This is an optimization exercise on Yosys and OpenROAD, whose aim is small area, a short achievable clock period and few clock cycles, not a production implementation.
Only simulation tests tie the RTL to the original design; equivalence was not proved.
Power is estimated from default activity; no workload was simulated.

Design top, start of the top module:
module top (
    input clk,
    input rst_n,
    input mode,
    input [7:0] din,
    input ram_en,
    output reg [7:0] dout,
    output reg out_data_flag
);
    reg [7:0] din_q;
    reg pwe_q, wwe_q;
    always @(posedge clk) din_q <= din;
    always @(posedge clk, negedge rst_n) begin
        if (~rst_n) begin pwe_q <= 1'b0; wwe_q <= 1'b0; end
        else begin pwe_q <= ram_en & ~mode; wwe_q <= ram_en & mode; end
    end
    reg [7:0] lb0;
    reg [7:0] lb1;
    reg [7:0] lb2;
    reg [7:0] lb3;
    reg [7:0] lb4;
    reg [7:0] lb5;
    reg [7:0] lb6;
    reg [7:0] lb7;
    reg [7:0] lb8;
    reg [7:0] lb9;
    reg [7:0] lb10;
    reg [7:0] lb11;
    reg [7:0] lb12;
    reg [7:0] lb13;
    reg [7:0] lb14;
    reg [7:0] lb15;
    reg [7:0] lb16;
    reg [7:0] lb17;
    reg [7:0] lb18;
    always @(posedge clk) if (pwe_q) begin
        lb0 <= lb1;
        lb1 <= lb2;
        lb2 <= lb3;
        lb3 <= lb4;
        lb4 <= lb5;
        lb5 <= lb6;
        lb6 <= lb7;
        lb7 <= lb8;
        lb8 <= lb9;
        lb9 <= lb10;
        lb10 <= lb11;
        lb11 <= lb12;
        lb12 <= lb13;
        lb13 <= lb14;
        lb14 <= lb15;
        lb15 <= lb16;
        lb16 <= lb17;
        lb17 <= lb18;
        lb18 <= din_q;
    end
    reg [8:0] ps0;
    reg [8:0] ps1;
    reg [8:0] ps2;
    reg [8:0] ps3;
    always @(posedge clk) if (pwe_q) begin
        ps0 <= {lb1[7], lb1} + {lb2[7], lb2};
        ps1 <= {lb9[7], lb9} + {lb10[7], lb10};
  ...
Size in the first run: ~1300 flip-flops, about 21 I/O pins, roughly 76000 µm² of cells after synthesis.
Settings: LEC_CHECK=0, ABC_CLOCK_PERIOD_IN_PS=3000, CAP_MARGIN=20, CELL_PAD_IN_SITES_DETAIL_PLACEMENT=1, CELL_PAD_IN_SITES_GLOBAL_PLACEMENT=1, CORE_MARGIN=2, CORE_UTILIZATION=40, CTS_BUF_LIST=sky130_fd_sc_hd__clkbuf_4 sky130_fd_sc_hd__clkbuf_8, SLEW_MARGIN=20, SYNTH_HIERARCHICAL=1; clock period 10.0 ns.
standard.sh (not shown) runs the stock make flow with config.mk's settings and CLKGATE_MAP_FILE= SYNTH_SCRIPT=/design/flow/synth_recipe.tcl, a recipe that flattens the netlist after the stock synthesis.
==> flow/flow/run.sh <==
#!/bin/bash
# The standard layout, except that the port buffers are plain buffers
# (buffer_ports would otherwise pick a delay buffer, which slows the paths to
# the outputs). Every port still gets its buffer.
set -euo pipefail
export BUFFER_PORTS_ARGS="-buffer_cell sky130_fd_sc_hd__buf_4"
bash standard.sh > standard.log 2>&1
The starting point ran to the end with no violations.
Testbench counts at the start, summed over its fixed seeds: cycles 12,384.
Edit:
==> flow/flow/run.sh (replaced) <==
#!/bin/bash
# The standard layout with two changes to how it is made (the clock period
# and the constraints are the standard flow's own):
#  - the port buffers are plain buffers (buffer_ports would otherwise pick a
#    delay buffer, which slows the paths to the outputs); every port still gets
#    its buffer;
#  - timing repair aims for 6.7 ns of setup slack, so the resizer sizes the
#    cells on the longest paths as if the clock were 3.3 ns.
set -euo pipefail
export BUFFER_PORTS_ARGS="-buffer_cell sky130_fd_sc_hd__buf_4"
export SETUP_SLACK_MARGIN=6.7
bash standard.sh > standard.log 2>&1
Effect: Count of clock-buffer cells in the layout is higher by 11; final area is higher by 2.5%; die area is unchanged; total power is higher by 0.77%; via count is higher by 2.2%.

* * *

06-10:
Another version of the RTL of top (not shown whole).
Size in the first run: roughly 5500 cells after synthesis, ~21 I/O pins, roughly 79000 um2 of cells after synthesis.
## top
module top (
    input clk,
    input rst_n,
    input mode,
    input [7:0] din,
    input ram_en,
    output reg [7:0] dout,
    output reg out_data_flag
);
==> flow/config.mk <==
export PLATFORM = sky130hd
export DESIGN_NAME = top
export DESIGN_NICKNAME = top
export VERILOG_FILES = /design/flow/design.v
export SDC_FILE = /design/flow/constraint.sdc
export NUM_CORES = 4
export LEC_CHECK = 0
export ABC_CLOCK_PERIOD_IN_PS = 3000
export CAP_MARGIN = 20
export CELL_PAD_IN_SITES_DETAIL_PLACEMENT = 1
export CELL_PAD_IN_SITES_GLOBAL_PLACEMENT = 1
export CORE_MARGIN = 2
export CORE_UTILIZATION = 40
export SLEW_MARGIN = 20
export SYNTH_HIERARCHICAL = 1
==> flow/constraint.sdc <==
create_clock -name core_clock -period 10.0 [get_ports {clk}]
set_input_delay 2.0000 -clock core_clock [delete_from_list [all_inputs] [get_ports {clk}]]
set_output_delay 2.0000 -clock core_clock [all_outputs]
set_load 0.01 [all_outputs]
==> flow/flow/run.sh <==
#!/bin/bash
# The standard layout with two changes to how it is made (the clock period
# and the constraints are the standard flow's own):
#  - the port buffers are plain buffers (buffer_ports would otherwise pick a
#    delay buffer, which slows the paths to the outputs); every port still gets
#    its buffer;
#  - timing repair aims for 7.0 ns of setup slack, so the resizer sizes the
#    cells on the longest paths as if the clock were 3.0 ns.
set -euo pipefail
export BUFFER_PORTS_ARGS="-buffer_cell sky130_fd_sc_hd__buf_4"
export SETUP_SLACK_MARGIN=7.0
bash standard.sh > standard.log 2>&1
The final layout from 06-10, which completed every stage, passed the timing, DRC and antenna checks at the end of the flow.
Testbench counts of 06-10, summed over its fixed seeds: cycles 12,384.
#### Input delta (01-19 over 06-10)
==> flow/flow/run.sh <==
#!/bin/bash
# The standard layout with two changes to how it is made (the clock period
# and the constraints are the standard flow's own):
#  - the port buffers are plain buffers (buffer_ports would otherwise pick a
#    delay buffer, which slows the paths to the outputs); every port still gets
#    its buffer;
#  - timing repair aims for 6.7 ns of setup slack, so the resizer sizes the
#    cells on the longest paths as if the clock were 3.3 ns.
set -euo pipefail
export BUFFER_PORTS_ARGS="-buffer_cell sky130_fd_sc_hd__buf_4"
export SETUP_SLACK_MARGIN=6.7
bash standard.sh > standard.log 2>&1
Findings:
- Every stage of the flow completed for 01-19, and the final layout passed the timing, DRC and antenna checks.
- 06-10 was carried through to the last stage, and its layout satisfied the timing, DRC and antenna checks.
- Against 06-10, 01-19 reports a filler cell count in the final layout that is higher.
- Per the comparison of 01-19 with 06-10, simple-gate share of the synthesized area essentially unchanged, initial antenna violation count went up 2, average routed wire per standard cell went down by 3.2%.
- Sort 06-10 and 01-19 by arrival time reported for the critical path endpoint desc -> top: 06-10
- The master of the slowest instance on the critical path comes out a222oi_1 in one run and edfxtp_1 in the other, namely in 06-10 and 01-19 respectively.
- 01-19 vs 06-10, destination of the critical timing path: k0_ra766 vs k2_ra780
- Worst-case reg-to-reg path depth, 06-10 and 01-19: lower on 01-19
- [compare] base=06-10 new=01-19: worst path setup slack after routing went up by 160 ps; combinational power went down by about 7%.

afterwards: timing with drivers on the ports:
The results above use ideal ports. As a check the final layouts listed here were re-extracted and re-timed, cells and wires unchanged. Step 1 assumes that a clkbuf_16 drives the clock port and a buf_2 every other input. Step 2 also shifts input and output timing later by t, the mid clock arrival at the registers, as if the neighbouring blocks saw the same clock. a / b / c = no drivers / after step 1 / after step 2; a / b = the first two.
run | t (ns) | setup slack, ns | hold WS [ns] | worst setup path at the end | pins driven straight from the clock port
the first run of note 1 | 1.100 | 5.980 / 5.980 / 5.980 | 0.302 / 0.302 / 0.302 | register to register | 1
the second run of note 1 | 1.087 | 6.220 / 6.220 / 6.220 | 0.324 / 0.324 / 0.324 | register to register | 1
06-10 | 0.932 | 6.554 / 6.554 / 6.554 | 0.326 / 0.326 / 0.326 | register to register | 1
01-19 | 0.924 | 6.715 / 6.655 / 6.715 | 0.327 / 0.327 / 0.327 | register to register | 1
After both steps setup and hold are still met in every run listed.
